From an optimization exercise on the open Yosys and OpenROAD flow, aimed at small area and a short achievable clock period; shortcuts taken in it are not production practice. RTL that was checked went through simulation tests only; none was proved equivalent to the original. No functional check of the RTL was part of run 3. No activity file was given, so power comes from the tool's default toggle rates. The clock port is modelled as an ideal driver; clocking choices that lean on that would not hold on a real chip.

==> design/flow/design.v <==
module SPI_RAM(din,clk,rst_n,rx_valid,dout);
input [9:0] din;
input clk,rst_n,rx_valid;
output reg [7:0] dout;
reg [3:0] cnt;            
reg [7:0] wr_addr;
reg wz;                   
reg [7:0] rd_addr;
reg wp;                   
reg [7:0] wdata;
reg [7:0] rm;             
reg [7:0] rs;             
reg wr, wr_n;             
wire [7:0] wd = wdata ^ {8{~cnt[3]}};
wire [3:0] cntm2 = cnt - 4'd2;
wire [7:0] tap [0:31];
genvar r;
generate
    for (r = 0; r < 32; r = r + 1) begin : ring
        reg [63:0] q;     
        wire sel = (wr_addr[7:3] == r);
        wire a = sel & wr;
        wire b = ~sel | wr_n;
        always @(posedge clk)
            q <= {q[55:0], ~((q[63:56] | {8{a}}) & (wd | {8{b}}))};
        assign tap[r] = q[7:0];
    end
endgenerate
wire deliver = rx_valid && rst_n;
wire put = deliver && din[9:8] == 2'b01;
wire wp_nx = put | (wp & ~wr);
wire wr_nx = wp_nx && (cnt[2:0] + 3'd1 == wr_addr[2:0]);
always @(posedge clk)
    cnt <= cnt + 4'd1;
always @(posedge clk) begin
    wp   <= wp_nx;
    wr   <= wr_nx;
    wr_n <= ~wr_nx;
    if (put)
        wdata <= din[7:0];
    if (rx_valid && din[9:8] == 2'b00)
        wr_addr <= din[7:0];
    else if (wz && !wp)
        wr_addr <= 8'd0;
    if (!rst_n)
        wz <= 1'b1;
    else if (rx_valid && din[9:8] == 2'b00)
        wz <= 1'b0;
    if (!rst_n)
        rd_addr <= 8'd0;
    else if (rx_valid && din[9:8] == 2'b10)
        rd_addr <= din[7:0];
    rm <= tap[rd_addr[7:3]];
    if (cntm2[2:0] == rd_addr[2:0])
        rs <= rm ^ {8{cntm2[3]}};
    if (deliver && din[9:8] == 2'b11)
        dout <= rs;
end
endmodule
module SPI_Slave(MOSI,clk,SS_n,tx_data,rst_n,MISO,rx_valid,rx_data);
    input MOSI,clk,SS_n,rst_n;
    input [7:0] tx_data;
    output reg MISO,rx_valid;
    output [9:0] rx_data;
localparam IDLE  = 3'd0;
localparam CHK   = 3'd1;
localparam WRITE = 3'd2;
localparam RDATA = 3'd3;
localparam RADD  = 3'd4;
reg [2:0] cs;
reg [3:0] bit_count;
reg read_ctrl;            
reg is_read_cmd;          
reg flag;                 
reg b0;                   
reg [9:0] sh;             
wire wpath = (cs == WRITE);
assign rx_data = {sh[9:1], wpath ? b0 : sh[0]};
wire cap = rx_valid & rx_data[9] & rx_data[8];
always @(posedge clk)
    sh <= {sh[8:0], MOSI};
always @(posedge clk) begin
    if (!rst_n) begin
        cs          <= IDLE;
        rx_valid    <= 1'b0;
        MISO        <= 1'b0;
        read_ctrl   <= 1'b0;
        is_read_cmd <= 1'b0;
        flag        <= 1'b0;
        b0          <= 1'b0;
    end else begin
        rx_valid <= 1'b0;
        if (rx_valid && wpath)
            b0 <= sh[0];
        if (cap)
            flag <= 1'b1;
        case (cs)
            IDLE: begin
                MISO <= 1'b0;
                if (!SS_n) cs <= CHK;
            end
            CHK: begin
                if (SS_n)
                    cs <= IDLE;
                else begin
                    is_read_cmd <= MOSI;
                    cs <= is_read_cmd ? (read_ctrl ? RDATA : RADD) : WRITE;
                end
            end
            WRITE, RADD: begin
                if (SS_n || bit_count == 4'd10)
                    cs <= IDLE;
                else if (bit_count == 4'd9) begin
                    rx_valid <= 1'b1;
                    if (cs == RADD) read_ctrl <= 1'b1;
                end
            end
            RDATA: begin
                if (SS_n || bit_count == 4'd10)
                    cs <= IDLE;
                else begin
                    MISO <= flag && !bit_count[3] && tx_data[~bit_count[2:0]];
                    if (bit_count == 4'd9) begin
                        read_ctrl <= 1'b0;
                        flag <= 1'b0;
                    end
                end
            end
            default: cs <= IDLE;
        endcase
    end
end
always @(posedge clk) begin
    if (cs == CHK)
        bit_count <= 4'd0;
    else
        bit_count <= bit_count + 4'd1;
end
endmodule
module TopModule(MOSI,clk,SS_n,rst_n,MISO);
    input MOSI,clk,SS_n,rst_n;
    output MISO;
    wire [9:0] rx_data;
    wire rx_valid;
    wire [7:0] tx_data;
    SPI_Slave spi_slave (MOSI,clk,SS_n,tx_data,rst_n,MISO,rx_valid,rx_data);
    SPI_RAM ram(rx_data,clk,rst_n,rx_valid,tx_data);
endmodule
==> design/flow/flow/run.sh <==
#!/bin/bash
# The standard layout (standard.sh) with two changes:
#  - synthesis maps the logic with an area-oriented ABC script (abc.script
#    here, in place of ORFS's abc_speed.script); every other synthesis step,
#    and so every register, is the standard synthesis's;
#  - the clock tree is built from larger sink clusters, without dummy loads.
# Each make run writes its output to a log here; each ORFS step keeps its
# own log under orfs/logs/.
set -euo pipefail
here=$(pwd)
rm -rf "$here/scripts_abc"
cp -r "$FLOW_HOME/scripts" "$here/scripts_abc"
cp "$here/flow/abc.script" "$here/scripts_abc/abc_speed.script"
bash standard.sh "SCRIPTS_DIR=$here/scripts_abc" synth > synth.log 2>&1
export CTS_ARGS="-sink_clustering_enable -repair_clock_nets -dont_use_dummy_load -buf_list {sky130_fd_sc_hd__clkbuf_16 sky130_fd_sc_hd__clkbuf_8 sky130_fd_sc_hd__clkbuf_4} -root_buf sky130_fd_sc_hd__clkbuf_16 -sink_clustering_buffer sky130_fd_sc_hd__clkbuf_16 -sink_buffer_max_cap_derate 1.0 -sink_clustering_size 30 -sink_clustering_max_diameter 80"
bash standard.sh finish > make.log 2>&1
==> design/flow/flow/abc.script <==
&get -n
&st
&syn2
&dch -f
&nf -a -R 100
&st
&syn2
&dch -f
&nf -a -R 100
&put
buffer -c
topo
stime -c
upsize -c
dnsize -c
==> design/flow/standard.sh <==
#!/bin/bash
# synth_recipe.tcl (not shown) runs the flow's synth.tcl, then flattens the netlist and writes it again
# the make line also repeats each setting of config.mk as NAME=value (left out here)
make -C /OpenROAD-flow-scripts/flow DESIGN_CONFIG=/design/flow/config.mk WORK_HOME=/design/flow/orfs CLKGATE_MAP_FILE= SYNTH_SCRIPT=/design/flow/synth_recipe.tcl "${@:-finish}"
==> design/flow/config.mk <==
export PLATFORM = sky130hd
export DESIGN_NAME = TopModule
export DESIGN_NICKNAME = TopModule
export VERILOG_FILES = /design/flow/design.v
export SDC_FILE = /design/flow/constraint.sdc
export NUM_CORES = 8
export LEC_CHECK = 0
export CAP_MARGIN = 30
export CORE_MARGIN = 2
export CORE_UTILIZATION = 70
export PLACE_DENSITY = 0.8
export SETUP_SLACK_MARGIN = 4.6
export SLEW_MARGIN = 20
==> design/flow/constraint.sdc <==
create_clock -name core_clock -period 7.0 [get_ports {clk}]
set_input_delay 1.4000 -clock core_clock [delete_from_list [all_inputs] [get_ports {clk}]]
set_output_delay 1.4000 -clock core_clock [all_outputs]
set_load 0.01 [all_outputs]
==> flow_summary.json, run 1 <==
{
  "status": "timing/DRC/antenna clean",
  "path_class": "reg2out",
  "slew_viol_final": 0,
  "final_cell_mix": "dfxtp_1 (2,091), o22ai_1 (257), clkbuf_16 (81), nor2_1 (78), nand2_1 (67)",
  "post-route-min-period_ps": 2500,
  "die_h_um": 265,
  "grtUsageMet2_pct": 41.6,
  "clock-skew-final_ps": 69.5,
  "grt_usage_pct": 26.4,
  "synth_edf_count": 32,
  "dp_hpwl_mm": 57.7,
  "met3_usage_pct": 4.18,
  "setup_viol": 0,
  "p_leak_uw": 0.0197,
  "gp_congestion": 0.960,
  "cp_data_required_time_ps": 5600,
  "wl_mm": 93.6,
  "max-slew-margin-rel_pct": 27.5,
  "worst_ep_arrival_time_ps": 1100,
  "syn-num-nets": 2895,
  "place_area_um2": 48700,
  "power_uw": 17600,
  "layout_commonest_cell": "dfxtp_1",
  "critPathMaxStageDelay_ps": 340,
  "synth_cells": 2885,
  "max_cap_violations": 0,
  "tritoncts": "yes",
  "period_share_pct": 35.7,
  "fmax_ghz": 0.401,
  "syn_avg_cell_area_um2": 16.5,
  "core_area_um2": 67300,
  "antenna_found_initial": 2,
  "clock-root-buffer": "clkbuf_16",
  "ys.warnings.count": 2,
  "synth.largest_area_cell": "dfxtp_1",
  "ant_nets": 0,
  "dieArea_um2": 70100,
  "gr-max-usage-layer": "met2",
  "grt_max_degree": 33,
  "die_w_um": 265,
  "cp_top_family": "flip-flops",
  "ys_types": 47,
  "drt-vias-per-instance": 5.68,
  "power_density_nw_per_um2": 345,
  "first_global_vias": 21663,
  "cp_cell_sequence": "buf_6",
  "htreeDepth": 3,
  "async_reset_ff_share_pct": 0,
  "design_area_um2": 51000,
  "start_util_pct": 70.8,
  "grt-ovfl-total": 0,
  "cp_num_buf_inv": 1,
  "drt_pass1_iterations": 6,
  "yosysTopAreaCellShare_pct": 88.1,
  "vdd_drop_max_mv": 0.284,
  "slowest_stage": "dfxtp_2",
  "vias": 21690,
  "worstRegToRegCells": 3,
  "num_rows": 95,
  "cts_sinks": 2127,
  "grt_pass1_wl_mm": 136,
  "first_iter_violations": 2210,
  "final_nets": 2954,
  "drcViolationCount": 0,
  "insertion_delay_ps": 650,
  "cts.path.max_buffers": 3,
  "worstPathMaxFanout": 2,
  "clk_pin_slew_ps": 100,
  "synth-seq-cells": 2127,
  "area_delta_synth_final_pct": 7.09,
  "port_buffers": 4,
  "path_depth": 1,
  "startpoint_type": "register",
  "drive_above_1_share_pct": 5.81,
  "finalSetupTns_ps": 0,
  "ys.flop_type": "dfxtp_1",
  "hold_viol_final": 0,
  "crit_path_end_kind": "primary output",
  "netlist_area_um2": 47600,
  "rsz0062_at_grt": "yes",
  "cts_buffers": 81,
  "hold_path.class": "reg2reg",
  "grt_use_met1_pct": 36.4,
  "min_delay_path_depth": 0,
  "wire_per_inst_um": 24.5,
  "ios": 5,
  "synth_area_leaders": "dfxtp_1 (88%), o22ai_1 (3.4%), edfxtp_1 (2.0%), a221oi_1 (1.1%), a22o_1 (0.99%)",
  "worst_pin_slew_ps": 1090,
  "nFillCells": 3560,
  "yosysSeqAreaShare_pct": 90.1
}
## synth_stat cells, types with 6 or more instances
cell and count:
dfxtp_1 2095, o22ai_1 257, nor2_1 94, nand2_1 68, a221oi_1 61, a22o_1 54
clkbuf_1 35, edfxtp_1 32, xnor2_1 24, nand4_1 19, o21ai_0 14, inv_1 10
nand2b_1 10, nand3_1 10, nor3_1 10, and2_1 9, nor2b_1 8, o22a_1 7
ha_1 6, nor2_2 6
## state kept, by name (all words and copies together), names as in the netlist
register               count
ram.ring.q              2048
spi_slave.sh              10
ram.dout                   8
ram.rd_addr                8
ram.rm                     8
ram.rs                     8
ram.wdata                  8
ram.wr_addr                8
ram.cnt                    4
spi_slave.bit_count        4
spi_slave.cs               3
ram.wp                     1
ram.wr                     1
ram.wr_n                   1
ram.wz                     1
spi_slave.MISO             1
spi_slave.b0               1
spi_slave.flag             1
spi_slave.is_read_cmd      1
spi_slave.read_ctrl        1
spi_slave.rx_valid         1
## where the power goes
| group | internal [µW] | switching, µW |
|---|---|---|
| Clock | 2100 | 3290 |
| Sequential | 12100 | 27.4 |
| Combinational | 29.8 | 29.0 |
## kinds of logic (layout without fill, tap and decap cells)
| family | after synthesis | after routing | share of synthesized area, % |
|---|---|---|---|
| other | 0 | 1 | 0 |
| AOI/OAI and AO/OA | 411 | 411 | 6.04 |
| adders and majority gates | 6 | 6 | 0.158 |
| DFF | 2127 | 2127 | 90.1 |
| muxes | 4 | 4 | 0.137 |
| buffers and inverters | 56 | 113 | 0.510 |
| xor gates and xnor gates | 28 | 28 | 0.515 |
| and+or+nand+nor | 253 | 253 | 2.52 |
## metal layers
layer / up-vias / routed length, µm
met5: - / 0
met4: 0 / 4880
li1: 9782 / -
met1: 10645 / 39900
met3: 276 / 5760
met2: 987 / 43100
## final timing paths
path / startpoint / end / slack [ps]
worst max-delay path: spi_slave.MISO / MISO / 4500
worst min-delay path: ram.ring[30].q[21] / ram.ring[30].q[29] / 250
worst max register to register: ram.wr_addr[7] / ram.ring[12].q[3] / 4510
worst min register to register: ram.ring[30].q[21] / ram.ring[30].q[29] / 250
## timing repair
| action | CTS | global route |
|---|---|---|
| resized for setup | 23 | 34 |
| hold buffers | 0 | 0 |
| setup buffers | 2 | 3 |
| setup endpoints to repair | 30 | 99 |
| hold endpoints to repair | 0 | 0 |
| pin swaps | 0 | 3 |
## layout make-up
| class | count | area (µm²) | share of cell area (%) |
|---|---|---|---|
| flip-flops and latches | 2127 | 42900 | 84.2 |
| multi-input cells | 702 | 4740 | 9.29 |
| diodes | 1 | 2.50 | 0.00491 |
| inverters | 10 | 37.5 | 0.0736 |
| well taps | 873 | 1090 | 2.14 |
| repair buffers | 22 | 175 | 0.344 |
| clock buffers | 81 | 2030 | 3.98 |
## metrics by stage
step                      setup slack, ps  std cells  hold slack [ps]  util [%]
after global placement               3790       3726              309      72.3
after CTS                            4470       3810              266      75.5
final                                4500       3816              255      75.8
after detailed placement             3760       3727              312      72.4
after global routing                 4460       3815              260      75.8
after floorplan                      4610       2885              310         -
==> inputs of run 2 (changes only) <==
--- a/design/flow/config.mk
+++ b/design/flow/config.mk
@@ -9,4 +9,4 @@
 export CORE_MARGIN = 2
-export CORE_UTILIZATION = 70
-export PLACE_DENSITY = 0.8
+export CORE_UTILIZATION = 55
+export PLACE_DENSITY = 0.7
 export SETUP_SLACK_MARGIN = 4.6
==> run 2 against run 1 <==
Worst hold slack gained 30 ps; via count shrank 4.1%; flip-flop and latch count is the same; critical endpoint unchanged; largest power group unchanged.
==> flow_summary.json, run 2 <==
{
  "status": "timing/DRC/antenna clean",
  "cts_sinks": 2127,
  "ant_nets": 0,
  "crit_path_end_kind": "primary output",
  "worstPathMaxFanout": 2,
  "vdd_drop_max_mv": 0.300,
  "critPathMaxStageDelay_ps": 330,
  "period_share_pct": 35.6,
  "cts.path.max_buffers": 3,
  "core_area_um2": 85400,
  "multi_input_area_um2": 4700,
  "startpoint_type": "register",
  "slew_viol_final": 0,
  "htreeDepth": 3,
  "ys.warnings.count": 2,
  "wire_per_inst_um": 20.9,
  "start_util_pct": 55.7,
  "yosysTopAreaCellShare_pct": 88.1,
  "clock-root-buffer": "clkbuf_16",
  "muxShareOfSynthArea_pct": 0.137,
  "switching_power_uw": 3300,
  "ys.flop_type": "dfxtp_1",
  "die_h_um": 298,
  "grt_max_degree": 31,
  "setup_viol": 0,
  "clk_pin_slew_ps": 100,
  "synth.largest_area_cell": "dfxtp_1",
  "reg_top3": "ram.ring.q x2048, spi_slave.sh x10",
  "layout_commonest_cell": "dfxtp_1",
  "drive_above_1_share_pct": 5.67,
  "grt_usage_pct": 19.0,
  "seqCellArea_um2": 42900,
  "hold_path.class": "reg2reg",
  "p_leak_uw": 0.0197,
  "rsz0062_at_grt": "yes",
  "design_area_um2": 51300,
  "grt-ovfl-total": 0,
  "fin_util_pct": 60.1,
  "cp_data_required_time_ps": 5600,
  "vias": 20804,
  "p_sw_share_pct": 18.8,
  "synth_common_cells": "dfxtp_1 (2,095), o22ai_1 (257), nor2_1 (94)",
  "antenna-diode-count": 0,
  "dieArea_um2": 88900,
  "combPwrFrac_pct": 0.3,
  "netlist_area_um2": 47600,
  "synth_area_leaders": "dfxtp_1 (88%), o22ai_1 (3.4%), edfxtp_1 (2.0%), a221oi_1 (1.1%), a22o_1 (0.99%)",
  "final_cell_mix": "dfxtp_1 (2,092), o22ai_1 (257), nor2_1 (84), clkbuf_16 (81), nand2_1 (67)",
  "ys_types": 47,
  "synth-adder-area-share_pct": 0.158,
  "nFillCells": 6244,
  "place_area_um2": 49100,
  "drt-vias-per-instance": 5.09,
  "first_global_vias": 20467,
  "cp_cell_sequence": "buf_6",
  "cts_buffers": 81,
  "intPower_uw": 14300,
  "fmax_ghz": 0.401,
  "power_density_nw_per_um2": 342,
  "p_clk_share_pct": 30.4,
  "synth_edf_count": 32,
  "area_delta_synth_final_pct": 7.76,
  "syn_avg_cell_area_um2": 16.5,
  "synth_top_family_by_area": "compound AO/OA/AOI/OAI gates",
  "worst_pin_slew_ps": 1010,
  "wl_mm": 85.6,
  "tritoncts": "yes",
  "post-route-min-period_ps": 2490,
  "max-slew-margin-rel_pct": 32.5,
  "top_register": "ram.ring.q",
  "hold_viol_final": 0,
  "synthSimpleGateAreaFrac_pct": 2.52,
  "clock-skew-final_ps": 54.4,
  "path_class": "reg2out",
  "drcViolationCount": 0,
  "cp_top_family": "flip-flops",
  "dp_hpwl_mm": 56.2,
  "port_buffers": 4,
  "first_iter_violations": 1608,
  "yosysSeqAreaShare_pct": 90.1,
  "drt_pass1_iterations": 5,
  "finalSetupTns_ps": 0,
  "synth_xor_area_share_pct": 0.515,
  "final_nets": 2957,
  "largest_reg_flops": 2048,
  "insertion_delay_ps": 660,
  "ios": 5,
  "synth-seq-cells": 2127,
  "cp_num_buf_inv": 1,
  "synth-compound-area-share_pct": 6.04,
  "synth_cells": 2885,
  "syn-num-nets": 2895,
  "die_w_um": 298,
  "antenna_found_initial": 1,
  "num_rows": 107,
  "max_cap_violations": 0,
  "worst_ep_arrival_time_ps": 1090,
  "grt_pass1_wl_mm": 127,
  "yosysMostFrequentCell": "dfxtp_1",
  "slowest_stage": "dfxtp_2",
  "power.share.sequential_pct": 69.3,
  "async_reset_ff_share_pct": 0,
  "gp_congestion": 0.934
}
==> run 2: cell counts after synthesis <==
Identical to the previous run, type by type.
==> run 2: cell type report <==
type / count / share of cell area (%)
repair buffers: 25 / 0.390
well taps: 1144 / 2.79
flip-flops and latches: 2127 / 83.6
clock buffers: 81 / 3.95
multi-input cells: 702 / 9.16
inverters: 10 / 0.0732
==> run 2: logic make-up (layout without fill, tap and decap cells) <==
group / count (synthesis) / count (layout)
compound gates: 411 / 411
xor+xnor: 28 / 28
fa+ha+maj: 6 / 6
buf+inv: 56 / 116
flops: 2127 / 2127
mux: 4 / 4
simple gates: 253 / 253
==> run 2: stage by stage <==
stage               setup WS (ps)  total power, µW  hold WS (ps)  std cells
CTS                          4450            17700           288       4087
detailed placement           3750            12500           312       4004
floorplan                    4610            12500           310       2885
global placement             3790            12500           310       4001
global route                 4480            18100           296       4089
finish                       4510            17600           284       4089
==> run 2: routing by layer <==
metal	up-vias	routed length (µm)	GRT usage [%]
li1	9814	-	-
met1	10194	40100	27.4
met2	623	37800	29.3
met3	173	4650	2.88
met4	0	3010	6.95
met5	-	0	0
==> run 2: final timing paths <==
path | startpoint | end | slack (ps) | depth (start not counted)
max reg2reg | ram.rd_addr[6] | ram.rm[0] | 4520 | 6
max | spi_slave.MISO | MISO | 4510 | 1
min | ram.ring[27].q[50] | ram.ring[27].q[58] | 280 | 0
min reg2reg | ram.ring[27].q[50] | ram.ring[27].q[58] | 280 | 0
==> run 2: what timing repair did <==
item	4_1_cts	5_1_grt
buffers inserted	2	0
endpoints found under the setup margin	26	43
gates resized for setup	17	31
pin swaps	0	2
hold buffers	0	0
gates cloned	0	0
==> run 2: power by group through the flow <==
| stage | clock (µW) | sequential [µW] | combinational (µW) |
|---|---|---|---|
| 2_1_floorplan | 0 | 12400 | 42.1 |
| 3_3_place_gp | 0 | 12400 | 49.6 |
| 3_5_place_dp | 0 | 12400 | 51.3 |
| 4_1_cts | 5440 | 12200 | 51.2 |
| 5_1_grt | 5860 | 12200 | 59.4 |
| 6_report | 5340 | 12200 | 52.5 |
==> inputs of run 3 (changes only) <==
==> design/flow/design.v (replaced) <==
module SPI_RAM(din,clk,rst_n,rx_valid,dout,tx_valid);
input [9:0] din;
input clk,rst_n,rx_valid;
output reg [7:0] dout;
output reg tx_valid;
parameter MEM_DEPTH=256;
parameter ADDR_SIZE=8;
reg [ADDR_SIZE-1:0] wr_addr;
reg [ADDR_SIZE-1:0] rd_addr;
reg [7:0] mem [MEM_DEPTH-1:0];
integer i;
always@(posedge clk or negedge rst_n)begin
    if(!rst_n)begin
        dout<=0;
        tx_valid<=0;
        wr_addr<=0;
        rd_addr<=0;
    end
    else if(rx_valid) begin
        case(din[9:8])
        'b00: wr_addr <= din[7:0];
        'b01: mem[wr_addr] <= din[7:0];
        'b10: rd_addr <= din[7:0];
        'b11: begin 
            dout<= mem[rd_addr];
            tx_valid <= 1;
        end
    endcase
    end
    else 
        tx_valid <= 0;
end
endmodule
module SPI_Slave(MOSI,clk,SS_n,tx_data,tx_valid,rst_n,MISO,rx_valid,rx_data);
    input MOSI,clk,SS_n;
    input [7:0] tx_data;
    input tx_valid,rst_n;
    output reg MISO,rx_valid;
    output reg [9:0] rx_data;
parameter IDLE     = 3'b000;
parameter CHK_CMD  = 3'b001;
parameter WRITE    = 3'b010;
parameter READ_DATA= 3'b011;
parameter READ_ADD = 3'b100;
reg [2:0] cs, ns;
reg read_ctrl;            
reg is_read_cmd;          
reg [3:0] bit_count;    
reg [9:0] rx_buffer;
reg flag;
always @(posedge clk) begin
    if (!rst_n) 
        cs <= IDLE;
    else 
        cs <= ns;
end
always @(*) begin
    case (cs)
        IDLE: begin
            ns = (!SS_n) ? CHK_CMD : IDLE;
        end
        CHK_CMD: begin
            if (SS_n) 
                ns = IDLE;
            else begin
                if(is_read_cmd)
                    ns = ((!read_ctrl) ? READ_ADD : READ_DATA);
                else 
                    ns = WRITE;
            end
        end
        WRITE: begin
            if (SS_n) 
                ns = IDLE;
            else if (bit_count < 10) 
                ns = cs;
            else 
                ns = IDLE;
        end
        READ_ADD: begin
            if (SS_n) 
                ns = IDLE;
            else if (bit_count < 10) 
                ns = cs;
            else 
                ns = IDLE ;
        end
        READ_DATA: begin
            if (SS_n) 
                ns = IDLE;
            else if (bit_count < 10) 
                ns = cs;
            else 
                ns = IDLE;
        end
        default: ns = IDLE;
    endcase
end
always @(posedge clk) begin
    if (!rst_n) begin
        rx_valid    <= 1'b0;
        rx_data     <= 10'b0;
        rx_buffer   <= 10'b0;
        MISO        <= 1'b0;
        bit_count   <= 4'b0;
        read_ctrl   <= 1'b0;
        is_read_cmd <= 1'b0;
        flag        <= 1'b0;
    end 
    else begin
        rx_valid <= 1'b0;
        if(tx_valid)
            flag<=1;
        case (cs)
            IDLE: begin
                bit_count <= 4'b0;
                MISO      <= 1'b0;
                rx_valid  <= 1'b0;
            end
            CHK_CMD: begin
                if (!SS_n) begin
                    is_read_cmd <= MOSI; 
                    bit_count   <= 4'b0;   
                end
            end
            WRITE: begin
                if (!SS_n) begin
                    if (bit_count < 10) begin
                        rx_buffer[9-bit_count] <= MOSI;
                        if (bit_count == 9) begin
                            rx_data<= rx_buffer;
                            rx_valid <= 1'b1;
                        end
                        else 
                            rx_valid <= 1'b0;
                        bit_count <= bit_count + 1;  
                    end
                end
            end
            READ_ADD: begin
                if (!SS_n && (bit_count < 10)) begin
                    rx_data[9-bit_count] <= MOSI;
                    if (bit_count == 9) begin  
                        rx_valid <= 1'b1;
                        read_ctrl <= 1'b1;
                         bit_count<=0;
                    end
                    else
                       rx_valid<=0;                    
                    bit_count <= bit_count + 1;
                end
            end
            READ_DATA: begin
                if (!SS_n && (bit_count < 10)) begin
                    rx_data[9-bit_count] <= MOSI;
                    if (flag && (bit_count < 8)) 
                        MISO <= tx_data[7-bit_count];
                    else 
                        MISO <= 1'b0;  
                    if (bit_count == 9) begin 
                        read_ctrl <= 1'b0;
                        flag<=0; 
                    end                    
                    bit_count <= bit_count + 1;
                end
                else
                    bit_count<=0;
            end
        endcase
    end
end
endmodule
module TopModule(MOSI,clk,SS_n,rst_n,MISO);
    input MOSI,clk,SS_n,rst_n;
    output MISO;
    wire [9:0] rx_data;
    wire rx_valid,tx_valid;
    wire [7:0] tx_data;
    SPI_Slave spi_slave (MOSI,clk,SS_n,tx_data,tx_valid,rst_n,MISO,rx_valid,rx_data);
    SPI_RAM ram(rx_data,clk,rst_n,rx_valid,tx_data,tx_valid);
endmodule
==> design/flow/run.sh (new file) <==
#!/bin/bash
# synth_recipe.tcl (not shown) runs the flow's synth.tcl, then flattens the netlist and writes it again
# the make line also repeats each setting of config.mk as NAME=value (left out here)
make -C /OpenROAD-flow-scripts/flow DESIGN_CONFIG=/design/flow/config.mk WORK_HOME=/design/flow/orfs CLKGATE_MAP_FILE= SYNTH_SCRIPT=/design/flow/synth_recipe.tcl finish
--- a/design/flow/config.mk
+++ b/design/flow/config.mk
@@ -9,5 +9,4 @@
 export CORE_MARGIN = 2
-export CORE_UTILIZATION = 55
-export PLACE_DENSITY = 0.7
-export SETUP_SLACK_MARGIN = 4.6
+export CORE_UTILIZATION = 40
+export SETUP_SLACK_MARGIN = 0.5
 export SLEW_MARGIN = 20
removed: design/flow/flow/run.sh
removed: design/flow/flow/abc.script
removed: design/flow/standard.sh
==> run 3 against run 2 <==
Via count grew to 3.3 times the previous value; final cell count grew 100%; die area grew 130%; worst hold slack gained 180 ps.
==> flow_summary.json, run 3 <==
{
  "synth-seq-cells": 2105,
  "dp.cells": 7826,
  "clock-root-buffer": "clkbuf_16",
  "yosysMostFrequentCell": "edfxtp_1",
  "grt-ovfl-total": 0,
  "finalSetupTns_ps": 0,
  "power.share.sequential_pct": 52.5,
  "intPower_uw": 20400,
  "grt_max_degree": 131,
  "largest_reg_flops": 2048,
  "postCtsResizedCells": 0,
  "antenna_found_initial": 95,
  "design_area_um2": 96600,
  "gp_congestion": 1.17,
  "vias": 68055,
  "ys.warnings.count": 3,
  "netlist_area_um2": 81000,
  "insertion_delay_ps": 930,
  "die_w_um": 454,
  "dp_hpwl_mm": 405,
  "reg_top3": "ram.mem x2048, spi_slave.rx_buffer x10, spi_slave.rx_data x10",
  "worst_pin_slew_ps": 1400,
  "ys_types": 77,
  "pre_cts_ws_ps": 1730,
  "cts.path.max_buffers": 3,
  "num_rows": 165,
  "drt-vias-per-instance": 8.15,
  "min_from": "spi_slave.rx_buffer[8]",
  "clock-skew-final_ps": 72.7,
  "tritoncts": "yes",
  "ant_nets": 0,
  "switching_power_uw": 5550,
  "synth_cells": 5062,
  "final_nets": 5436,
  "cp_data_required_time_ps": 7790,
  "ys.flop_type": "edfxtp_1",
  "top_register": "ram.mem",
  "yosysTopAreaCellShare_pct": 76.0,
  "ios": 5,
  "async_reset_ff_share_pct": 1.19,
  "place_area_um2": 88600,
  "period_share_pct": 82.4,
  "max_cap_violations": 0,
  "synth.largest_area_cell": "edfxtp_1",
  "yosysSeqAreaShare_pct": 77.5,
  "slew_viol_final": 0,
  "vdd_drop_max_mv": 0.283,
  "critical_path.startpoint": "ram.rd_addr[2]",
  "final_cell_mix": "edfxtp_1 (2,048), a22oi_1 (449), buf_4 (382), nand3_1 (332), nor2_1 (224)",
  "crit_path_end_kind": "register",
  "p_clk_share_pct": 47.2,
  "worstPathMaxFanout": 39,
  "p_sw_share_pct": 21.4,
  "synth_common_cells": "edfxtp_1 (2,048), a22oi_1 (451), nor2_1 (407)",
  "hold_buffers": 0,
  "nFillCells": 17232,
  "hold_path.class": "reg2reg",
  "drive_above_1_share_pct": 21.1,
  "die_h_um": 454,
  "wire_per_inst_um": 70.3,
  "power_density_nw_per_um2": 269,
  "seqCellArea_um2": 62800,
  "hold_viol_final": 0,
  "cts_setup_buffers": 0,
  "first_global_vias": 56975,
  "fmax_ghz": 0.173,
  "synth_area_leaders": "edfxtp_1 (76%), a22oi_1 (4.2%), nand3_1 (2.1%), nor2_1 (1.9%), a32oi_1 (1.7%)",
  "first_iter_violations": 17715,
  "dieArea_um2": 206000,
  "post-route-min-period_ps": 5770,
  "htreeDepth": 4,
  "clk_pin_slew_ps": 60,
  "cts_sinks": 2105,
  "multi_input_area_um2": 17800,
  "syn_avg_cell_area_um2": 16.0,
  "syn-num-nets": 5079,
  "layout_commonest_cell": "edfxtp_1",
  "start_util_pct": 40.1,
  "synth_edf_count": 2048,
  "stdcell_count": 8353,
  "rsz0062_at_grt": "no",
  "p_leak_uw": 0.0269,
  "layout_setup_ws_ps": 1230,
  "core_area_um2": 202000,
  "status": "timing/DRC/antenna clean",
  "setup_viol": 0,
  "worst_ep_arrival_time_ps": 6560,
  "reg2reg_from": "ram.rd_addr[2]",
  "wl_mm": 587,
  "startpoint_type": "register",
  "max-slew-margin-rel_pct": 6.38,
  "cts_buffers": 220,
  "combPwrFrac_pct": 0.3,
  "port_buffers": 4,
  "drt_pass1_iterations": 11,
  "grt_pass1_wl_mm": 715,
  "path_class": "reg2reg",
  "grt_usage_pct": 56.2,
  "drcViolationCount": 0,
  "area_delta_synth_final_pct": 19.3
}
-- run 3: changes by cell type after synthesis, moves of 108 or more --
cell / previous run / this run
edfxtp_1: 32 / 2048
nand3_1: 10 / 339
nor2_1: 94 / 407
dfxtp_1: 2095 / 32
clkbuf_1: 35 / 161
a22oi_1: 5 / 451
a32oi_1: 0 / 155
buf_2: 5 / 164
nand4_1: 19 / 127
-- run 3: per-stage QoR --
| step | util [%] | hold WS (ps) | power [µW] |
|---|---|---|---|
| 6_report | 47.9 | 464 | 26000 |
| 5_1_grt | 47.8 | 483 | 26300 |
| 4_1_cts | 47.5 | 465 | 25800 |
| 3_5_place_dp | 43.9 | 456 | 14000 |
| 3_3_place_gp | 43.0 | 461 | 14000 |
| 2_1_floorplan | - | 440 | 14000 |
-- run 3: cell families (layout without fill, tap and decap cells) --
group / Yosys count / after routing / share of synthesized area, %
fa+ha+maj: 13 / 13 / 0.201
mux: 32 / 32 / 0.454
compound gates: 1200 / 1200 / 11.3
flops: 2105 / 2105 / 77.5
other cells: 0 / 73 / 0
xor+xnor: 7 / 7 / 0.0757
buf+inv: 400 / 946 / 2.17
simple gates: 1305 / 1305 / 8.29
-- run 3: path summary, 6_finish.rpt --
kind | endpoint | cells past startpoint | slack [ps]
setup / recovery | ram.dout[5] | 10 | 1230
hold / removal | spi_slave.rx_buffer[8] | 2 | 460
setup reg to reg | ram.dout[5] | 10 | 1230
hold reg to reg | spi_slave.rx_buffer[8] | 2 | 460
max in group asynchronous | ram.wr_addr[6] | 2 | 5780
min in group asynchronous | ram.rd_addr[4] | 2 | 710
-- run 3: power groups by stage --
| stage | sequential (µW) | combinational [µW] | clock, µW |
|---|---|---|---|
| 2_1_floorplan | 13900 | 21.9 | 0 |
| 3_3_place_gp | 13900 | 77.0 | 0 |
| 3_5_place_dp | 13900 | 76.8 | 0 |
| 4_1_cts | 13600 | 76.8 | 12100 |
| 5_1_grt | 13600 | 80.7 | 12500 |
| 6_report | 13600 | 79.4 | 12300 |
-- run 3: cell type report --
| type | count | area share [%] |
|---|---|---|
| Tap cell | 2672 | 3.46 |
| Sequential cell | 2105 | 65.0 |
| Multi-Input combinational cell | 2557 | 18.4 |
| Timing Repair Buffer | 524 | 5.34 |
| Antenna cell | 73 | 0.189 |
| Inverter | 11 | 0.0428 |
| Clock inverter | 152 | 1.61 |
| Clock buffer | 259 | 5.90 |
-- run 3: metal layers --
metal	global-route usage [%]	part of all wire, %	up-vias
met3	33.9	18	2313
met4	47.0	11	64
met5	6.25	0.32	-
met1	64.5	32	34771
met2	72.9	38	9126
li1	-	-	21781
-- run 3: critical path: stages, from the launching register on --
cell and delay, ps:
dfrtp_2 960, buf_4 390, nor2_1 110, nand2_1 940, buf_4 330, o22ai_1 260
nor4_1 900, nand2_1 500, nor4_2 530, nand4b_1 430, o221a_2 260

[re-timing with driven ports]
The results above use ideal ports. As a check the final layouts listed here were re-extracted and re-timed, cells and wires unchanged. Step 1, drivers: a clkbuf_16 drives clk and a buf_2 each remaining input, both assumed. Step 2 adds t to the input delays and takes it off the output delays; t is the mean of the earliest and latest rising clock arrival at the registers after step 1. Input paths then give back, and output paths get back, about the clock's delay inside the block. a / b / c = ideal ports / drivers / drivers and shift; a / b = the first two.
run	shift t [ns]	setup slack, ns	worst setup path after step 2	worst data-port slew with drivers (ns)
run 1	0.695	4.504 / 4.436 / 3.983	input to register	0.04
run 2	0.699	4.507 / 4.441 / 4.019	input to register	0.03
run 3	0.994	1.230 / 1.230 / 1.230	register to register	0.06
After both steps setup and hold are still met in every run listed. For run 1, which loses most, drivers alone change the setup slack by -0.068 ns; drivers and shift together by -0.521 ns.
